Source: an optimization exercise on an open RTL-to-GDS flow (aim: small area). Production flows keep margins and buffers that such runs may drop. Only simulation tests tie the RTL to the original design; equivalence was not proved. The clock port is modelled as an ideal driver; clocking choices that lean on that would not hold on a real chip. Power figures rest on the tool's default switching activity, not on a simulated workload.

`design/flow/config.mk`:
```
export PLATFORM = sky130hd
export DESIGN_NAME = lc3_datapath
export DESIGN_NICKNAME = lc3_datapath
export VERILOG_FILES = /design/flow/design.v
export SDC_FILE = /design/flow/constraint.sdc
export NUM_CORES = 4
export LEC_CHECK = 0
export ABC_AREA = 1
export CAP_MARGIN = 0
export CORE_MARGIN = 2
export CORE_UTILIZATION = 40
export CTS_BUF_LIST = sky130_fd_sc_hd__clkbuf_8
export GPL_TIMING_DRIVEN = 0
export PLACE_DENSITY = 0.6
export SLEW_MARGIN = 0
```
`design/flow/constraint.sdc`:
```
create_clock -name core_clock -period 10.0 [get_ports {clk}]
set_input_delay 2.0000 -clock core_clock [delete_from_list [all_inputs] [get_ports {clk}]]
set_output_delay 2.0000 -clock core_clock [all_outputs]
set_load 0.01 [all_outputs]
```
`design/flow/design.v`:
```
module lc3_addr_sel
  (addr1mux,
   addr2mux,
   ir,
   pc,
   sr1out,
   addr_out
   );
  input         addr1mux;
  input  [1:0]  addr2mux;
  input  [15:0] ir;
  input  [15:0] pc;
  input  [15:0] sr1out;
  output [15:0] addr_out;
  reg    [15:0] addr1mux_out;
  reg    [15:0] addr2mux_out;
  always @(*)
    begin
      case (addr1mux)
        1'b0:    addr1mux_out = pc;
        1'b1:    addr1mux_out = sr1out;
        default: addr1mux_out = pc;
      endcase
    end
  always @(*)
    begin
      case (addr2mux)
        2'b00:   addr2mux_out = {16{1'b0}};
        2'b01:   addr2mux_out = {{10{ir[5]}}, ir[5:0]};
        2'b10:   addr2mux_out = {{7{ir[8]}}, ir[8:0]};
        2'b11:   addr2mux_out = {{5{ir[10]}}, ir[10:0]};
        default: addr2mux_out = 4'h0;
      endcase
    end
  assign addr_out = addr1mux_out + addr2mux_out;
endmodule
module lc3_alu
  (aluk,
   sr1out,
   ir,
   sr2out,
   alu_out
   );
  input  [1:0]   aluk;
  input  [15:0]  sr1out;
  input  [15:0]  ir;
  input  [15:0]  sr2out;
  output [15:0]  alu_out;
  reg    [15:0]  alu_comp;
  wire [15:0]    op_b;
  assign op_b = (ir[5] == 1'b1) ? {{11{ir[4]}}, ir[4:0]} : sr2out;
  always @(*)
    begin
      case (aluk)
        2'b00:   alu_comp = sr1out + op_b;
        2'b01:   alu_comp = sr1out & op_b;
        2'b10:   alu_comp = ~sr1out;
        2'b11:   alu_comp = sr1out;
        default: alu_comp = sr1out;
      endcase
    end
  assign alu_out = alu_comp;
endmodule
module lc3_control
  (clk,
   rst,
   ready,
   ir,
   ben,
   control_bits
   );
  input         clk;
  input         rst;
  input         ready;
  input [15:0]  ir;
  input         ben;
  output [25:0] control_bits;
  reg [34:0]    control_store [0:63];
  reg [5:0]     state;
  initial
    begin
      $readmemb("lc3_microcode.mem", control_store);
    end
  always @(posedge clk or negedge rst)
    begin
      if (rst == 1'b0)
        begin
          state <= 6'b010010;  
        end
      else
        begin
          if (control_store[state][25] == 1'b1)
            begin
              state <= {2'b00, ir[15:12]};
            end
          else
            begin
              case (control_store[state][28:26])
                3'b000: state <= control_store[state][34:29];
                3'b001: state <= control_store[state][34:29] | {4'h0, ready, 1'b0};
                3'b010: state <= control_store[state][34:29] | {3'b000, ben, 2'b00};
                3'b011: state <= control_store[state][34:29] | {5'h0, ir[11]};
                default: state <= control_store[state][34:29];
              endcase
            end  
        end
    end  
  assign control_bits = control_store[state][24:0];
endmodule
module lc3_ir
  (clk,
   rst,
   data_bus,
   ld_ir,
   ir
   );
  input              clk;
  input              rst;
  input [15:0]       data_bus;
  input              ld_ir;
  output [15:0]      ir;
  reg [15:0]         ir;
  always @(posedge clk or negedge rst)
    begin
      if (rst == 1'b0)
        begin
          ir <= {16{1'b0}};
        end
      else if (ld_ir)
        begin
          ir <= data_bus;
        end
    end
endmodule
module lc3_marmux
  (marmux,
   ir,
   addr_out,
   marmux_out
   );
  input         marmux;
  input [15:0]  ir;
  input [15:0]  addr_out;
  output [15:0] marmux_out;
  wire [15:0]   marmux_mux_out;
  assign marmux_mux_out = (marmux == 1'b1)
                           ? addr_out
                          : {{8{1'b0}}, ir[7:0]};
  assign marmux_out = marmux_mux_out;
endmodule
module lc3_mem
  (clk,
   rst,
   ld_mar,
   ld_mdr,
   mio_en,
   data_bus,
   mem_rdata,
   mar,
   mdr
   );
  input         clk;
  input         rst;
  input         ld_mar;
  input         ld_mdr;
  input         mio_en;
  input [15:0]  data_bus;
  input [15:0]  mem_rdata;
  output [15:0] mar;
  output [15:0] mdr;
  reg [15:0]    mar;
  reg [15:0]    mdr;
  always @(posedge clk or negedge rst)
    begin
      if (rst == 1'b0)
        begin
          mar <= {16{1'b0}};
          mdr <= {16{1'b0}};
        end
      else
        begin
          if (ld_mar)
            begin
              mar <= data_bus;
            end
          if (ld_mdr)
            begin
              mdr <= (mio_en == 1'b1) ? mem_rdata : data_bus;
            end
        end
    end
endmodule
module lc3_nzp
  (clk,
   rst,
   ld_cc,
   ld_ben,
   data_bus,
   ir,
   ben
   );
  input        clk;
  input        rst;
  input [15:0] ir;
  input [15:0] data_bus;
  input        ld_cc;
  input        ld_ben;
  output       ben;
  reg          n;
  reg          z;
  reg          p;
  reg          ben;
  always @(posedge clk or negedge rst)
    begin
      if (rst == 1'b0)
        begin
          n <= 1'b0;
          z <= 1'b0;
          p <= 1'b0;
          ben <= 1'b0;
        end
      else
        begin
          if (ld_cc)
            begin
              n <= data_bus[15];
              z <= data_bus == {16{1'b0}};
              p <= ~data_bus[15] && data_bus != 0;  
            end
          if (ld_ben)
            begin
              ben <= (ir[11] && n) || (ir[10] && z) || (ir[9] && p);
            end
        end
    end
endmodule
module lc3_pc
  (clk,
   rst,
   pcmux,
   ld_pc,
   addr_out,
   data_bus,
   pc
   );
  input         clk;
  input         rst;
  input  [1:0]  pcmux;
  input         ld_pc;
  input  [15:0] addr_out;
  input  [15:0] data_bus;
  output [15:0] pc;
  reg    [15:0] pc;
  always @(posedge clk or negedge rst)
    begin
      if (rst == 1'b0)
        begin
          pc <= 16'h0200;  
        end
      else if (ld_pc)
        begin
          case (pcmux)
            2'b00:   pc <= pc + 1'b1;
            2'b01:   pc <= data_bus;
            2'b10:   pc <= addr_out;
            default: pc <= pc + 1'b1;
          endcase
        end
    end  
endmodule
module lc3_regfile
  (clk,
   rst,
   ld_reg,
   drmux,
   sr1mux,
   ir,
   data_bus,
   sr1out,
   sr2out
   );
  input         clk;
  input         rst;
  input         ld_reg;
  input  [1:0]  drmux;
  input  [1:0]  sr1mux;
  input  [15:0] ir;
  input  [15:0] data_bus;
  output [15:0] sr1out;
  output [15:0] sr2out;
  reg    [15:0] registers [0:7];
  reg    [15:0] sr1out;
  integer       i;
  always @(posedge clk or negedge rst)
    begin
      if (rst == 1'b0)
        begin
          for (i = 0; i < 8; i = i + 1)
            begin
              registers[i] <= {16{1'b0}};
            end
        end
      else if (ld_reg)
        begin
          case (drmux)
            2'b00:   registers[ir[11:9]] <= data_bus;
            2'b01:   registers[3'b111] <= data_bus;
            2'b10:   registers[3'b110] <= data_bus;
            default: registers[ir[11:9]] <= data_bus;
          endcase  
        end
    end  
  always @(*)
    begin
      case (sr1mux)
        2'b00:   sr1out = registers[ir[11:9]];
        2'b01:   sr1out = registers[ir[8:6]];
        2'b10:   sr1out = registers[3'b110];
        default: sr1out = registers[ir[11:9]];
      endcase  
    end
  assign sr2out = registers[ir[2:0]];
endmodule
module lc3_datapath
  (clk,
   rst,
   mem_en,
   mem_we,
   mem_addr,
   mem_wdata,
   mem_ready,
   mem_rdata
   );
  input         clk;
  input         rst;
  output        mem_en;
  output        mem_we;
  output [15:0] mem_addr;
  output [15:0] mem_wdata;
  input         mem_ready;
  input  [15:0] mem_rdata;
  localparam [3:0] S_INIT  = 4'd4,    
                   S_INC   = 4'd7,    
                   S_ALU   = 4'd8,    
                   S_BR    = 4'd0,    
                   S_JMP   = 4'd5,    
                   S_LINK  = 4'd10,    
                   S_EA    = 4'd1,    
                   S_WB    = 4'd3,    
                   S_RST   = 4'd2,    
                   S_FETCH = 4'd13,   
                   S_RDP   = 4'd12,   
                   S_RD    = 4'd15,   
                   S_WR    = 4'd14;   
  reg  [3:0]  state;
  reg  [3:0]  state_nx;
  reg  [3:0]  phase;
  reg         run;
  reg         carry;
  reg  [1:0]  cc;           
  reg  [15:0] ir;
  reg  [15:0] mar;
  reg  [15:0] t;
  reg  [15:0] r [0:7];
  wire is_req  = state[3] & state[2];
  wire act     = ~is_req & run;
  wire ph0     = (phase == 4'd0);
  wire last    = (phase == 4'd15);
  wire st_init = (state == S_INIT);
  wire st_inc  = (state == S_INC);
  wire st_alu  = (state == S_ALU);
  wire st_br   = (state == S_BR);
  wire st_jmp  = (state == S_JMP);
  wire st_link = (state == S_LINK);
  wire st_ea   = (state == S_EA);
  wire st_wb   = (state == S_WB);
  wire st_rst  = (state == S_RST);
  assign mem_en    = is_req;
  assign mem_we    = (state == S_WR);
  assign mem_addr  = mar;
  assign mem_wdata = t;
  wire rd  = r[ir[8:6]][0];
  wire rd2 = r[st_alu ? ir[2:0] : ir[11:9]][0];
  wire mo  = mar[0];
  wire to  = t[0];
  wire trap  = st_link & ir[15];                    
  wire op_rs = ~ir[15] & ir[14];                    
  wire ob_en = (st_alu & ir[5]) | st_br | (st_link & (ir[11] | ir[15])) | st_ea;
  wire osh   = act & ob_en;
  wire sh4   = osh & ~st_alu;                       
  wire sh5   = sh4 & ~(st_ea & op_rs);              
  wire sh8   = osh & st_link & ~ir[15];             
  wire ob    = (ob_en & ir[0]) | (st_init & (phase == 4'd9));
  wire a_rd  = st_alu | st_jmp | (st_ea & op_rs);
  wire a_0   = trap | st_wb | st_rst | st_init;
  wire a     = a_rd ? rd : a_0 ? 1'b0 : mo;
  wire b     = ((st_alu & ~ir[5]) | st_wb | st_rst) ? rd2 : ob;
  wire ci   = ph0 ? st_inc : carry;
  wire sum  = a ^ b ^ ci;
  wire cout = (a & b) | (ci & (a ^ b));
  reg alu;
  always @(*)
    if (st_alu)
      case (ir[15:14])
        2'b01:   alu = a & b;
        2'b10:   alu = ~a;
        default: alu = sum;
      endcase
    else
      alu = sum;
  wire wr    = act & (st_alu | st_wb | st_ea | st_rst | st_link | st_init);
  wire [2:0] dst = st_link ? 3'd7 : ir[11:9];
  wire wbit  = st_init ? 1'b0 :
               st_alu ? alu :
               st_rst ? to : mo;
  integer i;
  always @(posedge clk)
    for (i = 0; i < 8; i = i + 1)
      r[i] <= {(wr & (st_init | (dst == i))) ? wbit : r[i][0], r[i][15:1]};
  wire mar_sh = act & ~st_alu;
  wire mar_ld = mem_ready & ((state == S_RDP) | (state == S_RD));
  wire mar_hd = ~(mar_ld | mar_sh);
  always @(posedge clk)
    mar <= ({16{mar_ld}} & mem_rdata) | ({16{mar_sh}} & {alu, mar[15:1]}) |
           ({16{mar_hd}} & mar);
  always @(posedge clk)
    if (act)
      t <= {rd2, t[15:1]};
  wire ld_ir = mem_ready & (state == S_FETCH);
  always @(posedge clk)
    if (ld_ir)
      ir[15:10] <= mem_rdata[15:10];
  wire [9:0] ir_sh = {sh8, sh8, sh5, sh5, sh5, sh4, osh, osh, osh, osh};
  wire [9:0] ir_hd = ~(ir_sh | {10{ld_ir}});
  always @(posedge clk)
    ir[9:0] <= ({10{ld_ir}} & mem_rdata[9:0]) |
               (ir_sh & {ir[10:9], ir[8] & ~trap, ir[7:1]}) |
               (ir_hd & ir[9:0]);
  wire ben = (ir[11] & (cc == 2'b11)) | (ir[10] & (cc == 2'b10)) |
             (ir[9] & (cc == 2'b01));
  always @(*)
    begin
      state_nx = state;
      case (state)
        S_FETCH: if (mem_ready) state_nx = S_INC;
        S_RDP:   if (mem_ready) state_nx = ir[14] ? S_FETCH :
                                           ir[12] ? S_WR : S_RD;
        S_RD:    if (mem_ready) state_nx = S_WB;
        S_WR:    if (mem_ready) state_nx = S_RST;
        default:
          if (act & last)
            case (state)
              S_INC:
                casez (ir[15:12])
                  4'b0000: state_nx = ben ? S_BR : S_FETCH;
                  4'b??01: state_nx = S_ALU;             
                  4'b0100,
                  4'b1111: state_nx = S_LINK;            
                  4'b1?00: state_nx = S_JMP;             
                  default: state_nx = S_EA;              
                endcase
              S_LINK: state_nx = ir[15] ? S_RDP : ir[11] ? S_FETCH : S_JMP;
              S_EA:   state_nx = (ir[15] & ir[14]) ? S_WB :
                                 ir[15] ? S_RDP : ir[12] ? S_WR : S_RD;
              default: state_nx = S_FETCH;
            endcase
      endcase
    end
  wire setcc = act & (st_alu | st_wb);
  always @(posedge clk or negedge rst)
    if (rst == 1'b0)
      begin
        state <= S_INIT;
        phase <= 4'd0;
        run   <= 1'b1;
        cc    <= 2'b00;
      end
    else
      begin
        state <= state_nx;
        phase <= phase + 4'd1;
        run   <= ~(state_nx[3] & state_nx[2]) & (last | run);
        if (setcc)
          begin
            if (ph0)
              cc <= wbit ? 2'b01 : 2'b10;
            else if (last)
              cc <= wbit ? 2'b11 : cc;
            else if (wbit)
              cc <= 2'b01;
          end
      end
  always @(posedge clk)
    carry <= cout;
endmodule
```
`design/flow/lc3_microcode.mem`:
```
01001001000000000000000000000000000
01001000000000011001000000000010000
01100100000100000100010001000000000
01011100000100000100010001000000000
01010001100000010000100000001000000
01001000000000011001000000000010100
01100100000100000100010010100010000
01011100000100000100010010100010000
00000000000000000000000000000000000
01001000000000011001000000000011000
01100000000100000100010001000000000
01110100000100000100010001000000000
01001000000000100000001010000010000
00000000000000000000000000000000000
01001000000000011100010001000000000
01110000000100000100000000000000000
01000000100000000000000000000000011
00000000000000000000000000000000000
10000110100100100000100000000000000
00000000000000000000000000000000000
01001000000000100000001010000010000
01001000000000100000001001100000000
01001000000000100000001001000000000
01000000000010000001000000000001100
01100000100010000000000000000000010
01100100100010000000000000000000010
01100100000100000010000000000000000
01001000000000011010000000000000000
01110000100010010000100000001000010
01110100100010000000000000000000010
01001000000000100010000100000000000
01011100000100000010000000000000000
00000000011000000000000000000000000
10000100100010000000000000000000010
00000000000000000000000000000000000
10000000000001000010000000000000000
00000000000000000000000000000000000
00000000000000000000000000000000000
00000000000000000000000000000000000
00000000000000000000000000000000000
00000000000000000000000000000000000
00000000000000000000000000000000000
00000000000000000000000000000000000
00000000000000000000000000000000000
00000000000000000000000000000000000
00000000000000000000000000000000000
00000000000000000000000000000000000
00000000000000000000000000000000000
00000000000000000000000000000000000
00000000000000000000000000000000000
00000000000000000000000000000000000
00000000000000000000000000000000000
00000000000000000000000000000000000
00000000000000000000000000000000000
00000000000000000000000000000000000
00000000000000000000000000000000000
00000000000000000000000000000000000
00000000000000000000000000000000000
00000000000000000000000000000000000
00000000000000000000000000000000000
00000000000000000000000000000000000
00000000000000000000000000000000000
00000000000000000000000000000000000
00000000000000000000000000000000000
```
`design/flow/flow/run.sh`:
```
#!/bin/bash
# The standard layout (standard.sh) with three changes:
#  1. after the standard synthesis, the combinational logic of its netlist is
#     mapped again by ABC for area (flow/reabc.abc); the flip-flops, their
#     cell types and names are kept as the standard synthesis made them;
#  2. the port buffers are the smallest buffer, sky130_fd_sc_hd__buf_1;
#  3. the clock tree uses sky130_fd_sc_hd__clkbuf_8 and no dummy loads, and
#     after it is built each leaf buffer is swapped for a smaller one where
#     the slew at its flip-flops stays low (flow/clk_downsize.tcl).
# Each tool's output goes to a log of its own in this folder
# (standard_synth.log, reabc.log, standard_make.log); the ORFS steps also
# keep their logs under orfs/logs/.
set -euo pipefail
HERE=$(pwd)
R=$HERE/orfs/results/${FLOW_PLATFORM}/lc3_datapath/base
LIB=$FLOW_HOME/platforms/${FLOW_PLATFORM}/lib/sky130_fd_sc_hd__tt_025C_1v80.lib
YOSYS=$FLOW_HOME/../tools/install/yosys/bin/yosys
[ -x "$YOSYS" ] || YOSYS=yosys

bash standard.sh synth > standard_synth.log 2>&1

cp "$R/1_2_yosys.v" "$HERE/standard_synth_netlist.v"
cat > "$HERE/reabc.ys" <<EOS
read_liberty -ignore_miss_func $LIB
blackbox sky130_fd_sc_hd__df* sky130_fd_sc_hd__edf* sky130_fd_sc_hd__sdf* sky130_fd_sc_hd__dl* sky130_fd_sc_hd__conb_1
read_verilog $HERE/standard_synth_netlist.v
hierarchy -top ${FLOW_TOP}
flatten
hierarchy -top ${FLOW_TOP}
opt_clean
stat -liberty $LIB
abc -liberty $LIB -script $HERE/flow/reabc.abc -dont_use sky130_fd_sc_hd__probe_p_8 -dont_use sky130_fd_sc_hd__probec_p_8 -dont_use sky130_fd_sc_hd__lpflow_*
opt_clean -purge
hilomap -singleton -hicell sky130_fd_sc_hd__conb_1 HI -locell sky130_fd_sc_hd__conb_1 LO
splitnets
rename -hide w:*.*
opt_clean -purge
stat -liberty $LIB
read_liberty -lib -overwrite $LIB
check -assert
select ${FLOW_TOP}
write_verilog -noattr -selected $HERE/reabc_netlist.v
EOS
"$YOSYS" -s "$HERE/reabc.ys" > reabc.log 2>&1

cp "$HERE/reabc_netlist.v" "$R/1_2_yosys.v"
rm -f "$R/1_synth.odb" "$R/1_synth.sdc"
touch "$R/1_2_yosys.v" "$R/1_2_yosys.sdc"

export BUFFER_PORTS_ARGS="-buffer_cell sky130_fd_sc_hd__buf_1"
export CTS_ARGS="-sink_clustering_enable -repair_clock_nets -buf_list sky130_fd_sc_hd__clkbuf_8 -dont_use_dummy_load"
export POST_CTS_TCL=$HERE/flow/clk_downsize.tcl
export CLK_SLEW_LIMIT=0.105
export CLK_SMALL_BUFS="sky130_fd_sc_hd__clkbuf_2 sky130_fd_sc_hd__clkbuf_4"
bash standard.sh finish > standard_make.log 2>&1
```
`design/flow/flow/clk_downsize.tcl`:
```
# Run after clock tree synthesis (POST_CTS_TCL): each clock buffer that
# drives only flip-flop clock pins is swapped for the smallest buffer of
# CLK_SMALL_BUFS that keeps the slew at all of its flip-flops at or below
# CLK_SLEW_LIMIT (ns, placement-based estimate); otherwise it is left as is.
proc clk_sink_slew {net} {
  set worst 0
  foreach it [$net getITerms] {
    if {[[$it getMTerm] getName] != "CLK"} { continue }
    set pin [get_pins -quiet [$it getName]]
    if {$pin == ""} { continue }
    foreach rf {rise fall} {
      set s [get_property $pin slew_max_$rf]
      if {$s > $worst} { set worst $s }
    }
  }
  return $worst
}
set clk_limit $::env(CLK_SLEW_LIMIT)
set clk_small $::env(CLK_SMALL_BUFS)
set clk_changed 0
foreach inst [[ord::get_db_block] getInsts] {
  set m [[$inst getMaster] getName]
  if {![string match "sky130_fd_sc_hd__clkbuf_*" $m]} { continue }
  set out [[$inst findITerm X] getNet]
  if {$out == "NULL"} { continue }
  set leaf 1
  foreach it [$out getITerms] {
    set t [[$it getMTerm] getName]
    if {$t != "X" && $t != "CLK"} { set leaf 0 }
  }
  if {!$leaf} { continue }
  set sta_inst [get_cells [$inst getName]]
  foreach cand $clk_small {
    replace_cell $sta_inst $cand
    estimate_parasitics -placement
    set w [clk_sink_slew $out]
    if {$w <= $clk_limit} {
      puts "clk_downsize: [$inst getName] $m -> $cand (slew $w)"
      incr clk_changed
      set m $cand
      break
    }
    replace_cell $sta_inst $m
  }
}
estimate_parasitics -placement
puts "clk_downsize: $clk_changed clock buffers downsized"
```
`design/flow/flow/reabc.abc`:
```
strash
dch -f
amap -F 20 -A 30 -C 5000
topo
```
`design/flow/standard.sh`:
```
#!/bin/bash
# synth_recipe.tcl (not shown) runs the flow's synth.tcl, then flattens the netlist and writes it again
# the make line also repeats each setting of config.mk as NAME=value (left out here)
make -C /OpenROAD-flow-scripts/flow DESIGN_CONFIG=/design/flow/config.mk WORK_HOME=/design/flow/orfs CLKGATE_MAP_FILE= SYNTH_SCRIPT=/design/flow/synth_recipe.tcl "${@:-finish}"
```
==> flow_summary.rst, run 1 <==
.. list-table::
   :header-rows: 1

   * - Metric
     - Value
   * - Count of non-filler cells in the finished layout
     - about 680
   * - Hold crit path type
     - reg -> reg
   * - Status
     - timing/DRC/antenna clean
   * - Top library cells by usage in the layout, fill and taps aside
     - sky130_fd_sc_hd__dfxtp_1 (155), sky130_fd_sc_hd__clkinv_1 (58), sky130_fd_sc_hd__buf_1 (52), sky130_fd_sc_hd__o21ai_0 (36), sky130_fd_sc_hd__nor2_1 (31)
   * - Clock insertion delay at the later pin of the skew report
     - 450 ps
   * - Highest-utilization routing layer at the global route stage
     - met1
   * - Met2 Resource Use GR
     - roughly a fifth
   * - PortBufs
     - 52
   * - Largest net degree at the start of global routing
     - 19
   * - Critical Path RT
     - 10250 ps
   * - Post-synthesis instance total
     - 432
   * - Final setup violation count
     - 0
   * - WHS
     - 308.3 ps
   * - Proportion of layout cells with a drive suffix above 1
     - under 10%
   * - Final estimated routing congestion in global placement
     - 0.8672
   * - Synthesis Warnings
     - 2
   * - Startpoint of the worst-slack reg-to-reg timing path
     - state[1]$_DFFE_PN0P_
   * - Drt wl/cell
     - 14.19 um
   * - RSZ-0062 raised after global routing
     - no
   * - Starting Density
     - 40.69%
   * - Highest achievable clock rate
     - 0.1847 GHz
   * - Sw frac
     - about 33%
   * - Setup TNS
     - 0 ps
   * - Area taken by flip-flops and latches
     - 4041 um2
   * - Vias
     - 3420
   * - Final standard cell utilization of the core
     - 45.49%
   * - Number of antenna violations at the first check in global routing
     - 0
   * - Number of remaining DRC errors
     - 0
   * - Detailed router's first-iteration violation count
     - 399
   * - Startpoint of the most critical setup path
     - state[1]$_DFFE_PN0P_
   * - CP max FO
     - 10
   * - Crit share post-route
     - 54.14%
   * - Combinational group share of total power
     - between 20% and 30%
   * - Total congestion overflow
     - 0
   * - Die Width
     - 119.6 um
   * - Wire length of the first global-routing pass
     - 15.77 mm
   * - Most common library cell in the layout ignoring fill and taps
     - sky130_fd_sc_hd__dfxtp_1
   * - Post-DR vias/cell
     - 5.052
   * - Instance count after placement with tap cells included
     - 660
   * - Gr usage total
     - 14.36%
   * - CTS tree
     - done
   * - Switching component of the power
     - 578.6 uW
   * - Met1 GRT Util
     - 20.22%
   * - Stage delay of the slowest cell on the critical path
     - 720 ps
   * - Number of antenna repair diodes
     - 0
   * - Clock slew at reported path FFs
     - 90 ps
   * - Power per Cell Area
     - 296.8 nW/um2
   * - Hold path endpoint
     - r[1][2]$_DFF_P_
   * - Clock Skews
     - 36.77 ps
   * - Share of power burned in registers
     - 56.2%
   * - R2r endpoint
     - r[1][15]$_DFF_P_
   * - Worst hold start
     - r[1][3]$_DFF_P_
   * - Arrival time of the worst setup path
     - 5660 ps
   * - Vias in the first global route
     - 3145
   * - Number of pins exceeding their max-slew limit in the final report
     - 0
   * - Clk pwr share
     - a little under a fifth
   * - Number of hold-slack violations in the final timing report
     - 0
   * - Clock period minus final worst setup slack
     - ~5400 ps
   * - I/O pin cnt
     - 53
   * - Pre-Repair DR Iteration Count
     - 6
   * - Net count of the mapped netlist
     - 451
   * - Final-stage net count
     - 522
   * - CTS sink count
     - 188
   * - Tightest slew margin relative to the limit
     - 21.37%
   * - Post-detail-place hpwl
     - 6.841 mm
   * - Standard cell core area
     - 13140 um2
   * - Reported leakage power
     - 0.002150 uW
   * - Logic depth of the worst register-to-register path
     - 18
   * - Cell row count
     - 42
   * - Mean post-synth cell area
     - about 12 um2
   * - Total wire length
     - 9.604 mm
   * - Slack of the worst reg-to-reg path
     - 4590 ps
   * - Height of the die
     - about 120 um
   * - Number of inserted filler cells in the final layout
     - 1283
   * - Cell depth of the worst min-delay path
     - 0
   * - Slew of the pin with the lowest slew margin
     - 1175 ps
   * - Cell with the biggest individual delay on the critical path
     - sky130_fd_sc_hd__nor3_1
   * - Max-cap violations
     - 0
   * - Critical path, cell by cell
     - clkinv_1 -> nand2_1 -> nor3_1 -> clkinv_1 -> o22ai_1 -> clkinv_1 -> o22ai_1 -> nor2_1 -> o31a_1 -> a222oi_1 -> clkinv_1 -> nand2_1 -> o21ai_0 -> xor2_1 -> o22ai_1 -> a31oi_1 -> o22ai_1 -> o21ai_0
   * - Power consumption
     - 1774 uW
   * - Die area
     - between 10000 and 15000 um2
   * - Int Pwr
     - 1195 uW
   * - Met3 track demand over resource in global routing
     - under 10%
   * - Area of combinational cells with multiple inputs
     - between 1000 and 1500 um2
   * - Critical Path Source Type
     - flop
   * - Peak VDD IR
     - 0.1310 mV
   * - Critical path capture point type
     - flop
   * - Synthesized area
     - 5345 um2
   * - Area growth syn-to-layout
     - 11.80%
   * - Post-DRT Antenna Nets
     - 0
   * - Startpoint-to-endpoint class of the critical path
     - reg -> reg
## how the worst max path moves through the flow
stage / slack, ps / cells after the start / endpoint
2_1_floorplan: 5860 / 19 / cc[1]$_DFFE_PN0P_
3_5_place_dp: 4770 / 20 / cc[1]$_DFFE_PN0P_
3_3_place_gp: 4770 / 17 / r[1][15]$_DFF_P_
6_report: 4590 / 18 / r[1][15]$_DFF_P_
5_1_grt: 4130 / 18 / r[1][15]$_DFF_P_
## sequential cells by signal, indices dropped and copies added (netlist names)
| register | flops |
|---|---|
| carry | 1 |
| state | 4 |
| phase | 4 |
| mar | 16 |
| ir | 16 |
| run | 1 |
| cc | 2 |
| r | 128 |
| t | 16 |
## per-stage QoR
step / cell area [um2] / setup slack [ps]
floorplan: 5345 / 5860
global placement: 5761 / 4775
detailed placement: 5761 / 4765
global route: 5976 / 4126
finish: 5976 / 4586
## power by group through the flow
| stage | registers, uW | logic, uW | clock network (uW) |
|---|---|---|---|
| floorplan | 1020 | 282 | 0 |
| global placement | 1010 | 427 | 0 |
| detailed placement | 1010 | 437 | 0 |
| global route | 1010 | 493 | 386 |
| finish | 997 | 437 | 340 |
## metal layers
layer | up-vias | wire length (um)
met5 | - | 0
li1 | 1666 | -
met4 | 0 | 131
met3 | 11 | 593
met1 | 1620 | 4759
met2 | 123 | 4120
## worst max-delay path: cells and delay by family, from the launching register on
kind / cells / cell delay (ps)
AO/OA/AOI/OAI: 9 / 2560
AND/OR/NAND/NOR: 4 / 1040
buffers and inverters: 4 / 1020
flip-flops: 1 / 440
XOR/XNOR: 1 / 170
## area by class of cell
class,count,share of cell area (%)
timing repair buffer,52,3.266
inverter,58,3.643
tap,176,3.685
clock buffer,17,3.497
sequential,188,67.63
multi-input combinational,186,18.28
==> inputs of run 2 (changes only) <==
--- a/design/flow/config.mk
+++ b/design/flow/config.mk
@@ -10,6 +10,5 @@
 export CORE_MARGIN = 2
 export CORE_UTILIZATION = 40
 export CTS_BUF_LIST = sky130_fd_sc_hd__clkbuf_8
-export GPL_TIMING_DRIVEN = 0
 export PLACE_DENSITY = 0.6
 export SLEW_MARGIN = 0
==> run 2 against run 1 <==
  * Synthesized cell count unchanged
  * Core utilization up 0.13 points
  * Clock skew down 1.9 ps
  * Sequential cell count unchanged
  * Register-to-register slack better by 190 ps
  * Maximum frequency up 3.7%
  * First-iteration DRC count down 11%
==> flow_summary.rst, run 2 <==
.. list-table::
   :header-rows: 1

   * - Metric
     - Value
   * - Peak VDD IR
     - 0.1297 mV (-0.96%)
   * - Synthesized area
     - 5345 um2 (unchanged)
   * - CP max FO
     - 10 (unchanged)
   * - Vias
     - 3449 (+0.85%)
   * - Die area
     - 14300 um2 (unchanged)
   * - Clock period minus final worst setup slack
     - 5219 ps (-194.5 ps)
   * - Tightest slew margin relative to the limit
     - 31.60% (+10 points)
   * - Critical Path Source Type
     - flop
   * - Wire length of the first global-routing pass
     - 15.84 mm (+0.44%)
   * - Status
     - timing/DRC/antenna clean
   * - Clock Skews
     - 34.88 ps (-1.891 ps)
   * - Number of inserted filler cells in the final layout
     - 1231 (-4.1%)
   * - Met3 track demand over resource in global routing
     - 4.515% (-1.0 points)
   * - Largest net degree at the start of global routing
     - 19 (unchanged)
   * - Number of antenna repair diodes
     - 0 (unchanged)
   * - Area of all placed cells without fillers
     - 5993 um2 (+0.29%)
   * - Cell row count
     - 42 (unchanged)
   * - Post-DP Area
     - 5791 um2 (+0.52%)
   * - Number of pins exceeding their max-slew limit in the final report
     - 0 (unchanged)
   * - Detailed router's first-iteration violation count
     - 354 (-11%)
   * - Number of hold-slack violations in the final timing report
     - 0 (unchanged)
   * - Starting Density
     - 40.69% (unchanged)
   * - Max FFs per register
     - 128 (unchanged)
   * - Synthesis Warnings
     - 2 (unchanged)
   * - Setup TNS
     - 0 ps (unchanged)
   * - Final estimated routing congestion in global placement
     - 0.9567 (+10%)
   * - CTS tree
     - done
   * - Total congestion overflow
     - 0 (unchanged)
   * - Final-stage net count
     - 526 (+0.77%)
   * - Power per Cell Area
     - 296.1 nW/um2 (-0.24%)
   * - Top library cells by usage in the layout, fill and taps aside
     - sky130_fd_sc_hd__dfxtp_1 (155), sky130_fd_sc_hd__clkinv_1 (58), sky130_fd_sc_hd__buf_1 (52), sky130_fd_sc_hd__o21ai_0 (36), sky130_fd_sc_hd__nor2_1 (31)
   * - Final standard cell utilization of the core
     - 45.62% (+0.13 points)
   * - Hold crit path type
     - reg -> reg
   * - Mean post-synth cell area
     - 12.37 um2 (unchanged)
   * - Critical Path RT
     - 10290 ps (+40 ps)
   * - Startpoint-to-endpoint class of the critical path
     - reg -> reg
   * - Total wire length
     - 9.621 mm (+0.18%)
   * - Clock slew at reported path FFs
     - 100 ps (about the same)
   * - Post-DRT Antenna Nets
     - 0 (unchanged)
   * - Pre-Repair DR Iteration Count
     - 6 (unchanged)
   * - Arrival time of the worst setup path
     - 5510 ps (-150 ps)
   * - Highest-utilization routing layer at the global route stage
     - met2
   * - Highest achievable clock rate
     - 0.1916 GHz (+3.7%)
   * - Area growth syn-to-layout
     - 12.13%
   * - Number of remaining DRC errors
     - 0 (unchanged)
   * - RSZ-0062 raised after global routing
     - no
   * - R2r endpoint
     - cc[1]$_DFFE_PN0P_
   * - Reported leakage power
     - 0.002168 uW (+0.85%)
   * - Max-cap violations
     - 0 (unchanged)
   * - Proportion of layout cells with a drive suffix above 1
     - 4.554% (+0.56 points)
   * - Clock insertion delay at the later pin of the skew report
     - 430 ps (-20 ps)
   * - Slew of the pin with the lowest slew margin
     - 1018 ps (-156.9 ps)
   * - Most common library cell in the layout ignoring fill and taps
     - sky130_fd_sc_hd__dfxtp_1
   * - Net count of the mapped netlist
     - 451 (unchanged)
   * - Vias in the first global route
     - 3201 (+1.8%)
   * - Logic depth of the worst register-to-register path
     - 20 (+2)
   * - Met1 GRT Util
     - 19.78% (-0.43 points)
   * - Startpoint of the most critical setup path
     - state[1]$_DFFE_PN0P_
   * - PortBufs
     - 52 (unchanged)
   * - Capturing element of the worst setup path
     - cc[1]$_DFFE_PN0P_
   * - Height of the die
     - 119.6 um (unchanged)
   * - CTS sink count
     - 188 (unchanged)
   * - Die Width
     - 119.6 um (unchanged)
   * - Final setup violation count
     - 0 (unchanged)
   * - Area taken by flip-flops and latches
     - 4041 um2 (unchanged)
   * - Slack of the worst reg-to-reg path
     - 4780 ps (+190 ps)
   * - Startpoint of the worst-slack reg-to-reg timing path
     - state[1]$_DFFE_PN0P_
   * - Crit share post-route
     - 52.19% (-1.9 points)
   * - Post-synthesis instance total
     - 432 (unchanged)
   * - Post-detail-place hpwl
     - 6.826 mm (-0.22%)
   * - Final Worst Setup Slack
     - 4781 ps (+194.5 ps)
   * - Post-DR vias/cell
     - 5.065 (+0.26%)
   * - Standard cell core area
     - 13140 um2 (unchanged)
   * - Area of combinational cells with multiple inputs
     - 1086 um2 (-0.57%)
   * - Gr usage total
     - 14.27% (-0.094 points)
   * - Drt wl/cell
     - 14.13 um (-0.41%)
   * - I/O pin cnt
     - 53 (unchanged)
   * - Biggest register
     - r
   * - Number of antenna violations at the first check in global routing
     - 0 (unchanged)
   * - Post-Place Worst Slack
     - 4974 ps (+209.1 ps)
   * - Met2 Resource Use GR
     - 21.00% (+0.89 points)
   * - Critical path capture point type
     - flop
-- run 2: metal layers --
layer / wire (um) / part of all wire, %
met1: 4719 / 49
met2: 4221 / 44
met3: 601 / 6.2
met4: 78 / 0.81
met5: 0 / 0
-- run 2: critical path: stages, from the launching register on --
cell,delay (ps)
sky130_fd_sc_hd__dfrtp_1,420
sky130_fd_sc_hd__clkinv_1,170
sky130_fd_sc_hd__nand2_1,130
sky130_fd_sc_hd__nor3_1,670
sky130_fd_sc_hd__clkinv_1,420
sky130_fd_sc_hd__o22ai_1,460
sky130_fd_sc_hd__clkinv_1,220
sky130_fd_sc_hd__o22ai_1,210
sky130_fd_sc_hd__nor2_1,60
sky130_fd_sc_hd__o31a_1,310
sky130_fd_sc_hd__a222oi_1,240
sky130_fd_sc_hd__clkinv_1,160
sky130_fd_sc_hd__nand2_1,120
sky130_fd_sc_hd__o21ai_0,110
sky130_fd_sc_hd__xor2_1,180
sky130_fd_sc_hd__o22ai_1,180
sky130_fd_sc_hd__a31oi_1,70
sky130_fd_sc_hd__o22ai_1,540
sky130_fd_sc_hd__nor2_1,150
sky130_fd_sc_hd__nor3_1,170
sky130_fd_sc_hd__a21oi_1,60
-- run 2: worst min-delay path by stage --
stage	from	endpoint	cells after the start
floorplan	r[0][1]$_DFF_P_	r[0][0]$_DFF_P_	0
global route	r[4][14]$_DFF_P_	r[4][13]$_DFF_P_	0
detailed placement	r[3][5]$_DFF_P_	r[3][4]$_DFF_P_	0
finish	r[2][14]$_DFF_P_	r[2][13]$_DFF_P_	0
global placement	r[0][15]$_DFF_P_	r[0][14]$_DFF_P_	0
-- run 2: final cells by class --
| cell class | count | area share [%] |
|---|---|---|
| inverter | 58 | 3.633 |
| tap | 176 | 3.674 |
| multi-input combinational | 186 | 18.12 |
| sequential | 188 | 67.43 |
| clock buffer | 17 | 3.382 |
| timing repair buffer | 56 | 3.758 |
-- run 2: where the power goes --
group / internal, uW / switching [uW] / total (uW)
sequential: 912 / 86.0 / 998
clock: 130 / 206 / 336
combinational: 155 / 286 / 440
-- run 2: per-stage QoR --
stage	hold WS, ps	total power (uW)	cells
after detailed placement	312.1	1451	664
after global placement	310.5	1436	664
after global routing	302.1	1886	681
final	296.3	1775	681
after floorplan	309.6	1298	432
==> inputs of run 3 (changes only) <==
--- a/design/flow/flow/run.sh
+++ b/design/flow/flow/run.sh
@@ -50,6 +50,6 @@
 export BUFFER_PORTS_ARGS="-buffer_cell sky130_fd_sc_hd__buf_1"
 export CTS_ARGS="-sink_clustering_enable -repair_clock_nets -buf_list sky130_fd_sc_hd__clkbuf_8 -dont_use_dummy_load"
 export POST_CTS_TCL=$HERE/flow/clk_downsize.tcl
-export CLK_SLEW_LIMIT=0.105
+export CLK_SLEW_LIMIT=0.112
 export CLK_SMALL_BUFS="sky130_fd_sc_hd__clkbuf_2 sky130_fd_sc_hd__clkbuf_4"
 bash standard.sh finish > standard_make.log 2>&1
--- a/design/flow/config.mk
+++ b/design/flow/config.mk
@@ -8,7 +8,8 @@
 export ABC_AREA = 1
 export CAP_MARGIN = 0
 export CORE_MARGIN = 2
-export CORE_UTILIZATION = 40
+export CORE_UTILIZATION = 60
 export CTS_BUF_LIST = sky130_fd_sc_hd__clkbuf_8
-export PLACE_DENSITY = 0.6
+export GPL_TIMING_DRIVEN = 0
+export PLACE_DENSITY = 0.75
 export SLEW_MARGIN = 0
==> run 3 against run 2 <==
  * Critical path depth down 3
  * Die area down 32%
  * Sequential power down 0.5%
  * Via count down 0.29%
  * Wire length down 4.3%
  * Sequential cell count unchanged
  * Synthesized area unchanged
  * Clock skew down 3.6 ps
  * Global-route usage up 6.2 points
  * Worst setup slack worse by 91 ps
  * Still clean
  * Sequential share of layout area up 1.5 points
  * Largest power group unchanged
  * Final area down 2.2%
==> flow_summary.rst, run 3 <==
.. list-table::
   :header-rows: 1

   * - Metric
     - Value
   * - Status
     - timing/DRC/antenna clean
   * - Post-synthesis instance total
     - 432 (unchanged)
   * - CTS sink count
     - 188 (unchanged)
   * - Peak VDD IR
     - 0.1516 mV (+17%)
   * - Routed length on met2
     - 4.119 mm (-2.4%)
   * - Cell with the biggest individual delay on the critical path
     - sky130_fd_sc_hd__nor3_1
   * - Final standard cell utilization of the core
     - 67.58% (+22 points)
   * - Arrival time of the worst setup path
     - 5560 ps (+50 ps)
   * - Clock period minus final worst setup slack
     - 5310 ps (+90.57 ps)
   * - Height of the die
     - 98.39 um (-18%)
   * - Number of antenna repair diodes
     - 0 (unchanged)
   * - Die area
     - 9680 um2 (-32%)
   * - Synthesis Warnings
     - 2 (unchanged)
   * - Power per Cell Area
     - 298.2 nW/um2 (+0.71%)
   * - Post-DRT Antenna Nets
     - 0 (unchanged)
   * - Final-stage net count
     - 523 (-0.57%)
   * - Net count of the mapped netlist
     - 451 (unchanged)
   * - CP max FO
     - 10 (unchanged)
   * - Vias
     - 3439 (-0.29%)
   * - Number of hold-slack violations in the final timing report
     - 0 (unchanged)
   * - Vias in the first global route
     - 3242 (+1.3%)
   * - Clock Skews
     - 31.25 ps (-3.630 ps)
   * - Post-DR vias/cell
     - 5.638 (+11%)
   * - Critical path, cell by cell
     - clkinv_1 -> nand2_1 -> nor3_1 -> clkinv_1 -> o22ai_1 -> clkinv_1 -> o221a_1 -> o31a_1 -> a222oi_1 -> clkinv_1 -> nand2_1 -> o21ai_0 -> xor2_1 -> o22ai_1 -> a31oi_1 -> o22ai_1 -> o21ai_0
   * - Proportion of layout cells with a drive suffix above 1
     - 3.984% (-0.57 points)
   * - Clock insertion delay at the later pin of the skew report
     - 420 ps (about the same)
   * - Max FFs per register
     - 128 (unchanged)
   * - Wire length of the first global-routing pass
     - 15.42 mm (-2.7%)
   * - Gr usage total
     - 20.42% (+6.2 points)
   * - Routed met3 length
     - 608 um (+1.2%)
   * - Detailed router's first-iteration violation count
     - 284 (-20%)
   * - Total congestion overflow
     - 0 (unchanged)
   * - Most frequent cell on the critical path
     - sky130_fd_sc_hd__clkinv_1
   * - Top library cells by usage in the layout, fill and taps aside
     - sky130_fd_sc_hd__dfxtp_1 (155), sky130_fd_sc_hd__clkinv_1 (58), sky130_fd_sc_hd__buf_1 (52), sky130_fd_sc_hd__o21ai_0 (36), sky130_fd_sc_hd__nor2_1 (31)
   * - Area growth syn-to-layout
     - 9.714%
   * - Starting Density
     - 61.59% (+21 points)
   * - Cell row count
     - 34 (-19%)
   * - Critical Path RT
     - 10250 ps (-40 ps)
   * - Total wire length
     - 9.207 mm (-4.3%)
   * - Setup TNS
     - 0 ps (unchanged)
   * - Number of remaining DRC errors
     - 0 (unchanged)
   * - Tightest slew margin relative to the limit
     - 20.82% (-11 points)
   * - Crit share post-route
     - 53.10% (+0.91 points)
   * - Synthesized area
     - 5345 um2 (unchanged)
   * - Biggest register
     - r
   * - Reported leakage power
     - 0.002144 uW (-1.1%)
   * - Post-detail-place hpwl
     - 6.506 mm (-4.7%)
   * - Number of antenna violations at the first check in global routing
     - 0 (unchanged)
   * - Die Width
     - 98.39 um (-18%)
   * - Startpoint-to-endpoint class of the critical path
     - reg -> reg
   * - Critical path capture point type
     - flop
   * - PortBufs
     - 52 (unchanged)
   * - Number of pins exceeding their max-slew limit in the final report
     - 0 (unchanged)
   * - Slew of the pin with the lowest slew margin
     - 1183 ps (+165.1 ps)
   * - RSZ-0062 raised after global routing
     - no
   * - Clock slew at reported path FFs
     - 100 ps (about the same)
   * - Hold crit path type
     - reg -> reg
   * - I/O pin cnt
     - 53 (unchanged)
   * - Final estimated routing congestion in global placement
     - 0.8588 (-10%)
   * - Pre-Repair DR Iteration Count
     - 5 (-1)
   * - Power consumption
     - 1749 uW (-1.5%)
   * - Stage delay of the slowest cell on the critical path
     - 700 ps (+30 ps)
   * - WHS
     - 301.2 ps (+4.964 ps)
   * - Critical Path Source Type
     - flop
   * - Highest routed layer
     - met4
   * - CTS tree
     - done
   * - Drt wl/cell
     - 15.09 um (+6.8%)
   * - Met1 Routed Length
     - 4.315 mm (-8.6%)
   * - Most common library cell in the layout ignoring fill and taps
     - sky130_fd_sc_hd__dfxtp_1
   * - Highest achievable clock rate
     - 0.1883 GHz (-1.7%)
   * - Standard cell core area
     - 8678 um2 (-34%)
   * - Max-cap violations
     - 0 (unchanged)
   * - Mean post-synth cell area
     - 12.37 um2 (unchanged)
   * - Final setup violation count
     - 0 (unchanged)
   * - Largest net degree at the start of global routing
     - 19 (unchanged)
-- run 3: through the flow --
| stage | cells | instance area, um2 | setup slack [ps] |
|---|---|---|---|
| global placement | 592 | 5675 | 4845 |
| finish | 610 | 5864 | 4690 |
| floorplan | 432 | 5345 | 5860 |
| global route | 610 | 5864 | 4281 |
| detailed placement | 592 | 5675 | 4739 |
-- run 3: final timing paths --
path,from,endpoint,slack (ps),cells after the start
max in group asynchronous,rst,state[1]$_DFFE_PN0P_,8060,1
max reg2reg,state[1]$_DFFE_PN0P_,r[1][15]$_DFF_P_,4690,17
min,r[3][9]$_DFF_P_,r[3][8]$_DFF_P_,300,0
max,state[1]$_DFFE_PN0P_,r[1][15]$_DFF_P_,4690,17
min in group asynchronous,rst,phase[2]$_DFF_PN0_,1530,1
min reg2reg,r[3][9]$_DFF_P_,r[3][8]$_DFF_P_,300,0
-- run 3: layout make-up --
class                      instances  area (um2)
fill                             685        2814
timing repair buffer              53       200.2
sequential                       188        4041
inverter                          58       217.7
tap                              108       135.1
clock buffer                      17       183.9
multi-input combinational        186        1086
-- run 3: worst max-delay path, delay by kind of cell, from the launching register on --
kind	cells	cell delay, ps
buffers and inverters	4	980
XOR/XNOR	1	220
AND/OR/NAND/NOR	3	950
AO/OA/AOI/OAI	9	2560
flip-flops	1	430
-- run 3: report_power, final --
group / leakage (uW) / total (uW) / internal (uW) / switching [uW]
clock: 0.000102 / 315 / 118 / 198
sequential: 0.00160 / 993 / 912 / 81.7
combinational: 0.000443 / 440 / 149 / 291
total: 0.00214 / 1750 / 1180 / 570
-- run 3: routing by layer --
| metal | up-vias | global-route usage, % |
|---|---|---|
| li1 | 1675 | - |
| met1 | 1608 | 28.78 |
| met2 | 141 | 29.98 |
| met3 | 15 | 5.798 |
| met4 | 0 | 8.535 |
| met5 | - | 0 |
==> inputs of run 4 (changes only) <==
==> design/flow/config.mk (replaced) <==
export PLATFORM = sky130hd
export DESIGN_NAME = lc3_datapath
export DESIGN_NICKNAME = lc3_datapath
export VERILOG_FILES = /design/flow/design.v
export SDC_FILE = /design/flow/constraint.sdc
export NUM_CORES = 4
export LEC_CHECK = 0
export ABC_AREA = 1
export CAP_MARGIN = 5
export CORE_MARGIN = 2
export CORE_UTILIZATION = 65
export CTS_BUF_LIST = sky130_fd_sc_hd__clkbuf_8
export GPL_TIMING_DRIVEN = 0
export PLACE_DENSITY = 0.78
export SLEW_MARGIN = 5
==> run 4 against run 3 <==
  * Register-to-register slack worse by 90 ps
  * Final area is 0.15% lower
  * Sequential power grew 0.5%
  * Global-route usage is 2.2 points higher
  * Count of clock-buffer cells in the layout stayed put
  * Total power increased by 0.50%
  * Via count decreased by 0.52%
  * Clock skew about the same
  * Worst hold slack better by 4.4 ps
  * Core utilization increased by 4.8 points
  * Critical path type unchanged
  * Highest routed layer unchanged
==> flow_summary.rst, run 4 <==
.. list-table::
   :header-rows: 1

   * - Metric
     - Value
   * - Status
     - timing/DRC/antenna clean
   * - Count of non-filler cells in the finished layout
     - 606 (-0.66%)
   * - Critical path, cell by cell
     - clkinv_1 -> nand2_1 -> nor3_1 -> clkinv_1 -> o22ai_1 -> clkinv_1 -> o22ai_1 -> nor2_1 -> o31a_1 -> a222oi_1 -> clkinv_1 -> nand2_1 -> o21ai_0 -> xor2_1 -> o22ai_1 -> a31oi_1 -> o22ai_1 -> nor2_1 -> nor3_1 -> a21oi_1
   * - Critical Path RT
     - 10270 ps (+20 ps)
   * - Post-detail-place hpwl
     - 6.678 mm (+2.6%)
   * - Met2 Resource Use GR
     - 33.57% (+3.6 points)
   * - Top library cells by usage in the layout, fill and taps aside
     - sky130_fd_sc_hd__dfxtp_1 (155), sky130_fd_sc_hd__clkinv_1 (58), sky130_fd_sc_hd__buf_1 (52), sky130_fd_sc_hd__o21ai_0 (36), sky130_fd_sc_hd__nor2_1 (31)
   * - Met1 GRT Util
     - 32.71% (+3.9 points)
   * - RSZ-0062 raised after global routing
     - no
   * - Met3 track demand over resource in global routing
     - 6.464% (+0.67 points)
   * - CTS sink count
     - 188 (unchanged)
   * - Vias
     - 3421 (-0.52%)
   * - Max FFs per register
     - 128 (unchanged)
   * - Stage delay of the slowest cell on the critical path
     - 740 ps (+40 ps)
   * - CP max FO
     - 10 (unchanged)
   * - Drt wl/cell
     - 15.63 um (+3.6%)
   * - Worst path top cell family by delay
     - compound AO/OA/AOI/OAI gates
   * - Max-cap violations
     - 0 (unchanged)
   * - Synthesis Warnings
     - 2 (unchanged)
   * - Cell with the biggest individual delay on the critical path
     - sky130_fd_sc_hd__nor3_1
   * - Most common library cell in the layout ignoring fill and taps
     - sky130_fd_sc_hd__dfxtp_1
   * - Instance count after placement with tap cells included
     - 589 (-0.51%)
   * - Area growth syn-to-layout
     - 9.551%
   * - Biggest register
     - r
   * - Post-synthesis instance total
     - 432 (unchanged)
   * - Proportion of layout cells with a drive suffix above 1
     - 3.792% (-0.19 points)
   * - Clock insertion delay at the later pin of the skew report
     - 420 ps (about the same)
   * - Switching component of the power
     - 578.9 uW (+1.5%)
   * - Arrival time of the worst setup path
     - 5680 ps (+120 ps)
   * - Critical path capture point type
     - flop
   * - Starting Density
     - 66.05% (+4.5 points)
   * - Vias in the first global route
     - 3193 (-1.5%)
   * - Wire length of the first global-routing pass
     - 15.38 mm (-0.27%)
   * - Number of antenna violations at the first check in global routing
     - 0 (unchanged)
   * - Share of power burned in registers
     - 56.8% (about the same)
   * - Mean post-synth cell area
     - 12.37 um2 (unchanged)
   * - Tightest slew margin relative to the limit
     - 14.28% (-6.5 points)
   * - Pre-Repair DR Iteration Count
     - 6 (+1)
   * - Startpoint-to-endpoint class of the critical path
     - reg -> reg
   * - Number of antenna repair diodes
     - 0 (unchanged)
   * - Detailed router's first-iteration violation count
     - 340 (+20%)
   * - Number of remaining DRC errors
     - 0 (unchanged)
   * - Total congestion overflow
     - 0 (unchanged)
   * - Power per Cell Area
     - 300.1 nW/um2 (+0.65%)
   * - Post-DR vias/cell
     - 5.645 (+0.13%)
   * - Die Width
     - 94.68 um (-3.8%)
   * - Standard cell core area
     - 8093 um2 (-6.7%)
   * - Final-stage net count
     - 522 (-0.19%)
   * - Gr usage total
     - 22.62% (+2.2 points)
   * - Combinational group share of total power
     - 24.9% (-0.3 points)
   * - Clock slew at reported path FFs
     - 100 ps (about the same)
   * - Number of buffers and inverters on the critical path
     - 4 (unchanged)
   * - Height of the die
     - 94.68 um (-3.8%)
   * - Largest net degree at the start of global routing
     - 19 (unchanged)
   * - Post-DRT Antenna Nets
     - 0 (unchanged)
   * - Clk pwr share
     - 18.3% (+0.3 points)
   * - Hold crit path type
     - reg -> reg
   * - Reported leakage power
     - 0.002139 uW (-0.22%)
   * - I/O pin cnt
     - 53 (unchanged)
   * - Number of pins exceeding their max-slew limit in the final report
     - 0 (unchanged)
   * - CTS tree
     - done
   * - Int Pwr
     - 1179 uW (about the same)
   * - Highest achievable clock rate
     - 0.1851 GHz (-1.7%)
   * - Total wire length
     - 9.472 mm (+2.9%)
   * - Slew of the pin with the lowest slew margin
     - 1274 ps (+90.62 ps)
   * - Net count of the mapped netlist
     - 451 (unchanged)
   * - Clock Skews
     - 31.19 ps (-0.05550 ps)
   * - Number of hold-slack violations in the final timing report
     - 0 (unchanged)
   * - Cell row count
     - 33 (-2.9%)
   * - PortBufs
     - 52 (unchanged)
   * - Peak VDD IR
     - 0.1599 mV (+5.5%)
   * - Clock period minus final worst setup slack
     - 5403 ps (+92.67 ps)
   * - Final estimated routing congestion in global placement
     - 0.9344 (+8.8%)
   * - Critical Path Source Type
     - flop
   * - Final setup violation count
     - 0 (unchanged)
   * - Setup TNS
     - 0 ps (unchanged)
   * - Die area
     - 8964 um2 (-7.4%)
   * - Highest-utilization routing layer at the global route stage
     - met2
   * - Crit share post-route
     - 54.03% (+0.93 points)
   * - Sw frac
     - 32.94% (+0.32 points)
   * - Synthesized area
     - 5345 um2 (unchanged)
==> run 4: cell types whose count changed in the layout (fill, tap and decap cells not counted) <==
cell | before | now
sky130_fd_sc_hd__clkbuf_2 | 1 | 0
==> run 4: cell type report <==
cell class / instances / area [um2]
Clock buffer: 17 / 183.9
Fill cell: 566 / 2237
Inverter: 58 / 217.7
Multi-Input combinational cell: 186 / 1086
Sequential cell: 188 / 4041
Tap cell: 105 / 131.4
Timing Repair Buffer: 52 / 195.2
==> run 4: through the flow <==
stage / setup slack [ps] / hold WS [ps] / instance area, um2 / util [%] / total power (uW)
after floorplan: 5860 / 309.6 / 5345 / - / 1298
after global placement: 4900 / 311.8 / 5672 / 70.08 / 1429
after detailed placement: 4786 / 312.1 / 5672 / 70.08 / 1446
after global routing: 4162 / 314.9 / 5856 / 72.36 / 1860
final: 4597 / 305.6 / 5856 / 72.36 / 1758
==> run 4: path summary, 6_finish.rpt <==
kind | start | to | slack [ps] | cells after the start
min in group asynchronous | rst | phase[0]$_DFF_PN0_ | 1550 | 1
worst min-delay path | r[1][4]$_DFF_P_ | r[1][3]$_DFF_P_ | 310 | 0
worst min register to register | r[1][4]$_DFF_P_ | r[1][3]$_DFF_P_ | 310 | 0
max in group asynchronous | rst | state[2]$_DFF_PN1_ | 8050 | 1
worst max-delay path | state[1]$_DFFE_PN0P_ | cc[1]$_DFFE_PN0P_ | 4600 | 20
worst max register to register | state[1]$_DFFE_PN0P_ | cc[1]$_DFFE_PN0P_ | 4600 | 20
==> run 4: metal layers <==
layer	up-vias	part of all wire (%)
met4	0	0.77
met2	141	45
met5	-	0
met3	10	7.3
met1	1598	47
li1	1672	-
==> run 4: power by group through the flow <==
| stage | Combinational (uW) | Sequential [uW] | Clock (uW) |
|---|---|---|---|
| global placement | 422 | 1010 | 0 |
| detailed placement | 435 | 1010 | 0 |
| global route | 490 | 1010 | 357 |
| finish | 438 | 998 | 321 |
| floorplan | 282 | 1020 | 0 |
==> inputs of run 5 (changes only) <==
--- a/design/flow/design.v
+++ b/design/flow/design.v
@@ -339,30 +339,36 @@
   output [15:0] mem_wdata;
   input         mem_ready;
   input  [15:0] mem_rdata;
-  localparam [3:0] S_INIT  = 4'd4,    
-                   S_INC   = 4'd7,    
-                   S_ALU   = 4'd8,    
-                   S_BR    = 4'd0,    
-                   S_JMP   = 4'd5,    
-                   S_LINK  = 4'd10,    
-                   S_EA    = 4'd1,    
-                   S_WB    = 4'd3,    
-                   S_RST   = 4'd2,    
-                   S_FETCH = 4'd13,   
-                   S_RDP   = 4'd12,   
-                   S_RD    = 4'd15,   
-                   S_WR    = 4'd14;   
+  localparam [3:0] S_INIT  = 4'd0,    
+                   S_INC   = 4'd1,    
+                   S_ALU   = 4'd2,    
+                   S_BR    = 4'd3,    
+                   S_JMP   = 4'd4,    
+                   S_LINK  = 4'd5,    
+                   S_EA    = 4'd6,    
+                   S_WB    = 4'd7,    
+                   S_SEA   = 4'd8,    
+                   S_SEAI  = 4'd9,    
+                   S_RST   = 4'd10,   
+                   S_RDPS  = 4'd11,   
+                   S_FETCH = 4'd12,   
+                   S_RDP   = 4'd13,   
+                   S_RD    = 4'd14,   
+                   S_WR    = 4'd15;   
   reg  [3:0]  state;
   reg  [3:0]  state_nx;
   reg  [3:0]  phase;
   reg         run;
   reg         carry;
+  reg         ext;
   reg  [1:0]  cc;           
   reg  [15:0] ir;
+  reg  [2:0]  f;            
+  reg  [2:0]  bs;           
+  reg         k14;          
   reg  [15:0] mar;
-  reg  [15:0] t;
   reg  [15:0] r [0:7];
-  wire is_req  = state[3] & state[2];
+  wire is_req  = state[3] & (state[2] | (state[1] & state[0]));
   wire act     = ~is_req & run;
   wire ph0     = (phase == 4'd0);
   wire last    = (phase == 4'd15);
@@ -374,24 +380,28 @@
   wire st_link = (state == S_LINK);
   wire st_ea   = (state == S_EA);
   wire st_wb   = (state == S_WB);
+  wire st_sea  = (state == S_SEA) | (state == S_SEAI);
   wire st_rst  = (state == S_RST);
   assign mem_en    = is_req;
   assign mem_we    = (state == S_WR);
   assign mem_addr  = mar;
-  assign mem_wdata = t;
-  wire rd  = r[ir[8:6]][0];
-  wire rd2 = r[st_alu ? ir[2:0] : ir[11:9]][0];
+  assign mem_wdata = ir;
+  wire rd  = r[bs][0];
+  wire rd2 = r[st_alu ? ir[2:0] : f][0];
   wire mo  = mar[0];
-  wire to  = t[0];
   wire trap  = st_link & ir[15];                    
   wire op_rs = ~ir[15] & ir[14];                    
-  wire ob_en = (st_alu & ir[5]) | st_br | (st_link & (ir[11] | ir[15])) | st_ea;
+  wire ob_en = (st_alu & ir[5]) | st_br | (st_link & (f[2] | ir[15])) |
+               st_ea | st_sea;
   wire osh   = act & ob_en;
   wire sh4   = osh & ~st_alu;                       
   wire sh5   = sh4 & ~(st_ea & op_rs);              
   wire sh8   = osh & st_link & ~ir[15];             
-  wire ob    = (ob_en & ir[0]) | (st_init & (phase == 4'd9));
-  wire a_rd  = st_alu | st_jmp | (st_ea & op_rs);
+  wire full  = act & (st_sea | st_rst);             
+  wire in_off = k14 ? (phase < 4'd6) : (phase < 4'd9);
+  wire ob    = (ob_en & (st_sea & ~in_off ? ext : ir[0])) |
+               (st_init & (phase == 4'd9));
+  wire a_rd  = st_alu | st_jmp | (st_ea & op_rs) | (st_sea & k14);
   wire a_0   = trap | st_wb | st_rst | st_init;
   wire a     = a_rd ? rd : a_0 ? 1'b0 : mo;
   wire b     = ((st_alu & ~ir[5]) | st_wb | st_rst) ? rd2 : ob;
@@ -408,43 +418,50 @@
       endcase
     else
       alu = sum;
-  wire wr    = act & (st_alu | st_wb | st_ea | st_rst | st_link | st_init);
-  wire [2:0] dst = st_link ? 3'd7 : ir[11:9];
+  wire wr    = act & (st_alu | st_wb | st_ea | st_sea | st_rst | st_link |
+                      st_init);
+  wire [2:0] dst = st_link ? 3'd7 : f;
   wire wbit  = st_init ? 1'b0 :
                st_alu ? alu :
-               st_rst ? to : mo;
+               st_rst ? ir[0] : mo;
   integer i;
   always @(posedge clk)
     for (i = 0; i < 8; i = i + 1)
       r[i] <= {(wr & (st_init | (dst == i))) ? wbit : r[i][0], r[i][15:1]};
   wire mar_sh = act & ~st_alu;
-  wire mar_ld = mem_ready & ((state == S_RDP) | (state == S_RD));
+  wire mar_ld = mem_ready & ((state == S_RDP) | (state == S_RD) |
+                             (state == S_RDPS));
   wire mar_hd = ~(mar_ld | mar_sh);
   always @(posedge clk)
     mar <= ({16{mar_ld}} & mem_rdata) | ({16{mar_sh}} & {alu, mar[15:1]}) |
            ({16{mar_hd}} & mar);
-  always @(posedge clk)
-    if (act)
-      t <= {rd2, t[15:1]};
   wire ld_ir = mem_ready & (state == S_FETCH);
+  wire [15:0] ir_sh = {{6{full}},
+                       {2{full | sh8}}, {3{full | sh5}}, full | sh4,
+                       {4{osh | full}}};
+  wire [15:0] ir_hd = ~(ir_sh | {16{ld_ir}});
+  always @(posedge clk)
+    ir <= ({16{ld_ir}} & mem_rdata) |
+          (ir_sh & {rd2, ir[15:9], ir[8] & ~trap, ir[7:1]}) |
+          (ir_hd & ir);
   always @(posedge clk)
     if (ld_ir)
-      ir[15:10] <= mem_rdata[15:10];
-  wire [9:0] ir_sh = {sh8, sh8, sh5, sh5, sh5, sh4, osh, osh, osh, osh};
-  wire [9:0] ir_hd = ~(ir_sh | {10{ld_ir}});
+      begin
+        f   <= mem_rdata[11:9];
+        bs  <= mem_rdata[8:6];
+        k14 <= mem_rdata[14];
+      end
   always @(posedge clk)
-    ir[9:0] <= ({10{ld_ir}} & mem_rdata[9:0]) |
-               (ir_sh & {ir[10:9], ir[8] & ~trap, ir[7:1]}) |
-               (ir_hd & ir[9:0]);
-  wire ben = (ir[11] & (cc == 2'b11)) | (ir[10] & (cc == 2'b10)) |
-             (ir[9] & (cc == 2'b01));
+    ext <= ob;
+  wire ben = (f[2] & (cc == 2'b11)) | (f[1] & (cc == 2'b10)) |
+             (f[0] & (cc == 2'b01));
   always @(*)
     begin
       state_nx = state;
       case (state)
         S_FETCH: if (mem_ready) state_nx = S_INC;
-        S_RDP:   if (mem_ready) state_nx = ir[14] ? S_FETCH :
-                                           ir[12] ? S_WR : S_RD;
+        S_RDP:   if (mem_ready) state_nx = ir[14] ? S_FETCH : S_RD;
+        S_RDPS:  if (mem_ready) state_nx = S_WR;
         S_RD:    if (mem_ready) state_nx = S_WB;
         S_WR:    if (mem_ready) state_nx = S_RST;
         default:
@@ -457,16 +474,21 @@
                   4'b0100,
                   4'b1111: state_nx = S_LINK;            
                   4'b1?00: state_nx = S_JMP;             
+                  4'b0?11: state_nx = S_SEA;             
+                  4'b1011: state_nx = S_SEAI;            
                   default: state_nx = S_EA;              
                 endcase
-              S_LINK: state_nx = ir[15] ? S_RDP : ir[11] ? S_FETCH : S_JMP;
+              S_LINK: state_nx = ir[15] ? S_RDP : f[2] ? S_FETCH : S_JMP;
               S_EA:   state_nx = (ir[15] & ir[14]) ? S_WB :
-                                 ir[15] ? S_RDP : ir[12] ? S_WR : S_RD;
+                                 ir[15] ? S_RDP : S_RD;
+              S_SEA:  state_nx = S_WR;
+              S_SEAI: state_nx = S_RDPS;
               default: state_nx = S_FETCH;
             endcase
       endcase
     end
-  wire setcc = act & (st_alu | st_wb);
+  wire nx_req = state_nx[3] & (state_nx[2] | (state_nx[1] & state_nx[0]));
+  wire setcc  = act & (st_alu | st_wb);
   always @(posedge clk or negedge rst)
     if (rst == 1'b0)
       begin
@@ -479,7 +501,7 @@
       begin
         state <= state_nx;
         phase <= phase + 4'd1;
-        run   <= ~(state_nx[3] & state_nx[2]) & (last | run);
+        run   <= ~nx_req & (last | run);
         if (setcc)
           begin
             if (ph0)
==> design/flow/config.mk (replaced) <==
export PLATFORM = sky130hd
export DESIGN_NAME = lc3_datapath
export DESIGN_NICKNAME = lc3_datapath
export VERILOG_FILES = /design/flow/design.v
export SDC_FILE = /design/flow/constraint.sdc
export NUM_CORES = 4
export LEC_CHECK = 0
export ABC_AREA = 1
export CAP_MARGIN = 0
export CORE_MARGIN = 2
export CORE_UTILIZATION = 60
export CTS_BUF_LIST = sky130_fd_sc_hd__clkbuf_8
export GPL_TIMING_DRIVEN = 0
export PLACE_DENSITY = 0.75
export SLEW_MARGIN = 0
==> run 5 against run 4 <==
  * Sequential power shrank 1%
  * Critical endpoint is now mar[14]$_DFF_P_
  * Critical path type is now in -> reg
  * Maximum frequency rose by 21%
  * Synthesized area fell by 1.5%
  * Still clean on timing, DRC and antenna
  * Highest routed layer unchanged
  * Largest power group unchanged
  * Combinational power grew 24%
  * Global-route usage is 0.82 points higher
  * Synthesized cell count rose by 8.8%
  * Core utilization fell by 5.2 points
==> flow_summary.rst, run 5 <==
.. list-table::
   :header-rows: 1

   * - Metric
     - Value
   * - Starting Density
     - 61.26% (-4.8 points)
   * - Tightest slew margin relative to the limit
     - 16.09% (+1.8 points)
   * - Switching component of the power
     - 653.3 uW (+13%)
   * - Number of buffers and inverters on the critical path
     - 3 (-1)
   * - Number of remaining DRC errors
     - 0 (unchanged)
   * - Hold crit path type
     - reg -> reg
   * - Pre-Repair DR Iteration Count
     - 5 (-1)
   * - Max FFs per register
     - 128 (unchanged)
   * - Startpoint-to-endpoint class of the critical path
     - in -> reg
   * - Number of antenna violations at the first check in global routing
     - 0 (unchanged)
   * - Status
     - timing/DRC/antenna clean
   * - Net count of the mapped netlist
     - 489 (+8.4%)
   * - Met1 GRT Util
     - 33.11% (+0.40 points)
   * - Die Width
     - 97.67 um (+3.2%)
   * - Final-stage net count
     - 560 (+7.3%)
   * - Biggest register
     - r
   * - Post-synthesis instance total
     - 470 (+8.8%)
   * - Final estimated routing congestion in global placement
     - 0.9168 (-1.9%)
   * - Clock Skews
     - 39.88 ps (+8.687 ps)
   * - Synthesis Warnings
     - 2 (unchanged)
   * - Reported leakage power
     - 0.002140 uW (about the same)
   * - Critical Path Source Type
     - input pin
   * - Share of power burned in registers
     - 53.7% (-3.1 points)
   * - Met3 track demand over resource in global routing
     - 6.187% (-0.28 points)
   * - Total wire length
     - 10.41 mm (+9.9%)
   * - Number of inserted filler cells in the final layout
     - 719 (+27%)
   * - Clock insertion delay at the later pin of the skew report
     - 410 ps (about the same)
   * - Crit share post-route
     - 44.60% (-9.4 points)
   * - Clock period minus final worst setup slack
     - 4460 ps (-942.5 ps)
   * - Height of the die
     - 97.67 um (+3.2%)
   * - Die area
     - 9538 um2 (+6.4%)
   * - Power consumption
     - 1832 uW (+4.2%)
   * - Post-DRT Antenna Nets
     - 0 (unchanged)
   * - Gr usage total
     - 23.44% (+0.82 points)
   * - Final Worst Setup Slack
     - 5540 ps (+942.5 ps)
   * - Cell with the biggest individual delay on the critical path
     - sky130_fd_sc_hd__nor2_1
   * - Drt wl/cell
     - 16.10 um (+3.0%)
   * - Met2 Resource Use GR
     - 35.23% (+1.7 points)
   * - Highest-utilization routing layer at the global route stage
     - met2
   * - PortBufs
     - 52 (unchanged)
   * - Clock slew at reported path FFs
     - 110 ps (about the same)
   * - Post-DR vias/cell
     - 5.658 (+0.23%)
   * - Critical Path RT
     - 10300 ps (+30 ps)
   * - Number of antenna repair diodes
     - 0 (unchanged)
   * - Post-Place Worst Slack
     - 5192 ps (+405.8 ps)
   * - I/O pin cnt
     - 53 (unchanged)
   * - Power per Cell Area
     - 317.6 nW/um2 (+5.8%)
   * - Area growth syn-to-layout
     - 9.603% (about the same)
   * - Number of hold-slack violations in the final timing report
     - 0 (unchanged)
## run 5: power groups by stage
stage,Sequential (uW),Clock [uW],Combinational (uW)
2_1_floorplan,987,0,363
3_3_place_gp,993,0,526
3_5_place_dp,997,0,538
5_1_grt,1000,341,613
6_report,985,305,543
## run 5: metrics by stage
step / util (%) / std cells / cell area, um2 / hold slack [ps]
finish: 67.14 / 647 / 5769 / 300.9
global route: 67.14 / 647 / 5769 / 305.5
detailed placement: 65.10 / 630 / 5594 / 312.1
global placement: 65.10 / 630 / 5594 / 312.1
floorplan: - / 470 / 5264 / 309.6
## run 5: per-layer routing
metal	share of wire [%]	wire length, um
met5	0	0
met1	48	4977
met4	1.6	162
met2	45	4705
met3	5.5	569
## run 5: final timing paths
check / cells past startpoint / slack (ps) / from / endpoint
setup / recovery: 7 / 5540 / mem_ready / mar[14]$_DFF_P_
hold / removal: 0 / 300 / r[6][14]$_DFF_P_ / r[6][13]$_DFF_P_
setup reg to reg: 17 / 5550 / state[0]$_DFF_PN0_ / cc[1]$_DFFE_PN0P_
hold reg to reg: 0 / 300 / r[6][14]$_DFF_P_ / r[6][13]$_DFF_P_
max in group asynchronous: 1 / 8060 / rst / run$_DFF_PN1_
min in group asynchronous: 1 / 1540 / rst / phase[0]$_DFF_PN0_
## run 5: final cells by class
cell class                 count  area, um2  share of cell area [%]
tap                          108      135.1                   2.342
timing repair buffer          52      195.2                   3.383
clock buffer                  17      175.2                   3.036
sequential                   180       3730                   64.65
inverter                      70      262.8                   4.554
multi-input combinational    220       1271                   22.03

Setup slack of run 5, layout unchanged: 5.540 ns with ideal ports, 5.548 ns with driving cells assumed (clock clkbuf_16, inputs buf_2), 5.124 ns with port delays also shifted by the 0.428 ns mid clock arrival.
